Background: an optimization exercise with open tools, aiming at small area, a short achievable clock period and few clock cycles per item. Do not read the settings as production practice.
The RTL was checked by simulation tests, not by an equivalence proof against the original design.

## top_module
module top_module (clk, rst, X, n, start, Y, valid, ready, overflow, error);
input clk, rst, start;
input [7:0] X;
input [2:0] n;
output valid, ready, overflow, error;
output [31:0] Y;
reg started;
reg v0, v1;
reg [2:0] nr;
reg [7:0] x0;
reg [31:0] y1;
wire [31:0] yv;
assign error = 1'b0;
assign overflow = 1'b0;    
assign ready = started;
assign valid = v1;
assign Y = y1;
always @(posedge clk or negedge rst) begin
    if (~rst) begin
        started <= 1'b0;
        v0 <= 1'b0;
        v1 <= 1'b0;
    end else begin
        if (start) started <= 1'b1;
        v0 <= started;
        v1 <= v0;
    end
end
always @(posedge clk) begin
    if (~started) nr <= n;
    x0 <= X;
    y1 <= yv;
end
yrom table0 (.a({nr, x0}), .y(yv));
endmodule
export LEC_CHECK = 0
export ABC_AREA = 1
export CAP_MARGIN = 20
export CORE_MARGIN = 2
export CORE_UTILIZATION = 40
export SLEW_MARGIN = 20
create_clock -name core_clock -period 15.0 [get_ports {clk}]
run.sh (not shown) runs the stock make flow with config.mk's settings and CLKGATE_MAP_FILE= SYNTH_SCRIPT=/design/flow/synth_recipe.tcl, a recipe that flattens the netlist after the stock synthesis.
The first run never finished: it broke off in global routing.
Testbench counts at the start, summed over its fixed seeds: cycles 12,992, items 12,800.
Next try:
==> flow/flow/run.sh (new file) <==
#!/bin/bash
# Own flow: the standard layout, except that synthesis maps the logic
# with an area-oriented ABC script (flow/area.abc) instead of ORFS's speed
# script. Everything else (registers, flattening, renaming, floorplan, place,
# CTS, route) is the standard flow. Each tool's output goes to a log here.
set -euo pipefail
W=$(pwd)
mkdir -p own
# ORFS synth.tcl with the ABC script replaced
python3 - "$FLOW_HOME/scripts/synth.tcl" own/synth_mod.tcl <<'PY'
import sys
s = open(sys.argv[1]).read()
a = 'source $::env(SCRIPTS_DIR)/synth_preamble.tcl\n'
assert s.count(a) == 1, "synth_preamble anchor missing"
s = s.replace(a, a + 'set abc_args [lreplace $abc_args 1 1 $::env(MY_ABC_SCRIPT)]\n')
open(sys.argv[2], 'w').write(s)
PY
python3 - synth_recipe.tcl own/synth_recipe_mod.tcl "$W/own/synth_mod.tcl" <<'PY'
import sys
s = open(sys.argv[1]).read()
a = 'source $::env(SCRIPTS_DIR)/synth.tcl'
assert s.count(a) == 1, "synth_recipe anchor missing"
open(sys.argv[2], 'w').write(s.replace(a, 'source ' + sys.argv[3]))
PY
python3 - standard.sh own/standard_mod.sh "$W/own/synth_recipe_mod.tcl" <<'PY'
import sys, re
s = open(sys.argv[1]).read()
s2, k = re.subn(r'SYNTH_SCRIPT=\S+', 'SYNTH_SCRIPT=' + sys.argv[3], s)
assert k == 1, "SYNTH_SCRIPT not found in standard.sh"
open(sys.argv[2], 'w').write(s2)
PY
export MY_ABC_SCRIPT="$W/flow/area.abc"
bash own/standard_mod.sh finish > "$W/layout.log" 2>&1
==> flow/flow/area.abc (new file) <==
strash
dch
map -a
topo
==> flow/standard.sh (new file) <==
#!/bin/bash
# synth_recipe.tcl (not shown) runs the flow's synth.tcl, then flattens the netlist and writes it again
# the make line also repeats each setting of config.mk as NAME=value (left out here)
make -C /OpenROAD-flow-scripts/flow DESIGN_CONFIG=/design/flow/config.mk WORK_HOME=/design/flow/orfs CLKGATE_MAP_FILE= SYNTH_SCRIPT=/design/flow/synth_recipe.tcl "${@:-finish}"
Settings changed: ABC_AREA 1 to default, CORE_UTILIZATION 40 to 20, GPL_ROUTABILITY_DRIVEN from default to 1, PLACE_DENSITY from default to 0.25.
removed: flow/run.sh
After rerunning: The new run did not get past global routing. Area after synthesis fell by 15%. Synthesized cell count fell by 24%.
Next try:
Settings changed: CORE_UTILIZATION 20 to 15, PLACE_DENSITY 0.25 to 0.3.
Outcome:
- The changed run never finished: it broke off in global routing on GRT-0116
- synthesized area is unchanged
- synthesized cell count stays the same
Next try:
==> flow/run.sh (new file) <==
#!/bin/bash
# synth_recipe.tcl (not shown) runs the flow's synth.tcl, then flattens the netlist and writes it again
# the make line also repeats each setting of config.mk as NAME=value (left out here)
make -C /OpenROAD-flow-scripts/flow DESIGN_CONFIG=/design/flow/config.mk WORK_HOME=/design/flow/orfs CLKGATE_MAP_FILE= SYNTH_SCRIPT=/design/flow/synth_recipe.tcl finish
Settings changed: ABC_AREA from default to 1, CORE_UTILIZATION 15 to 25, GPL_ROUTABILITY_DRIVEN 1 to default, PLACE_DENSITY 0.3 to default.
removed: flow/flow/run.sh
removed: flow/flow/area.abc
removed: flow/standard.sh
The changed run aborted during global routing (GRT-0116).
Area after synthesis is higher by 17%.
Synthesized cell count is higher by about 32%.
Next try:
==> flow/flow/run.sh (new file) <==
#!/bin/bash
# Own flow: the standard layout, except that synthesis maps the logic
# with an area-oriented ABC script (flow/area.abc) instead of ORFS's speed
# script. Everything else (registers, flattening, renaming, floorplan, place,
# CTS, route) is the standard flow. Each tool's output goes to a log here.
set -euo pipefail
W=$(pwd)
mkdir -p own
# ORFS synth.tcl with the ABC script replaced
python3 - "$FLOW_HOME/scripts/synth.tcl" own/synth_mod.tcl <<'PY'
import sys
s = open(sys.argv[1]).read()
a = 'source $::env(SCRIPTS_DIR)/synth_preamble.tcl\n'
assert s.count(a) == 1, "synth_preamble anchor missing"
s = s.replace(a, a + 'set abc_args [lreplace $abc_args 1 1 $::env(MY_ABC_SCRIPT)]\n')
open(sys.argv[2], 'w').write(s)
PY
python3 - synth_recipe.tcl own/synth_recipe_mod.tcl "$W/own/synth_mod.tcl" <<'PY'
import sys
s = open(sys.argv[1]).read()
a = 'source $::env(SCRIPTS_DIR)/synth.tcl'
assert s.count(a) == 1, "synth_recipe anchor missing"
open(sys.argv[2], 'w').write(s.replace(a, 'source ' + sys.argv[3]))
PY
python3 - standard.sh own/standard_mod.sh "$W/own/synth_recipe_mod.tcl" <<'PY'
import sys, re
s = open(sys.argv[1]).read()
s2, k = re.subn(r'SYNTH_SCRIPT=\S+', 'SYNTH_SCRIPT=' + sys.argv[3], s)
assert k == 1, "SYNTH_SCRIPT not found in standard.sh"
open(sys.argv[2], 'w').write(s2)
PY
export MY_ABC_SCRIPT="$W/flow/area.abc"
bash own/standard_mod.sh finish > "$W/layout.log" 2>&1
==> flow/flow/area.abc (new file) <==
strash
dch
map -a
topo
==> flow/standard.sh (new file) <==
#!/bin/bash
# synth_recipe.tcl (not shown) runs the flow's synth.tcl, then flattens the netlist and writes it again
# the make line also repeats each setting of config.mk as NAME=value (left out here)
make -C /OpenROAD-flow-scripts/flow DESIGN_CONFIG=/design/flow/config.mk WORK_HOME=/design/flow/orfs CLKGATE_MAP_FILE= SYNTH_SCRIPT=/design/flow/synth_recipe.tcl "${@:-finish}"
Settings changed: ABC_AREA 1 to default, CORE_UTILIZATION 25 to 40.
removed: flow/run.sh
What happened: The changed run ended with an error in global routing. Synthesized area shrinks by about a fifth. Synthesized cell count shrinks by a quarter to a third.
Next try:
Settings changed: CORE_UTILIZATION 40 to 25.
The new run failed in global routing, error GRT-0116. Area after synthesis does not change. Synthesized cell count is unchanged.
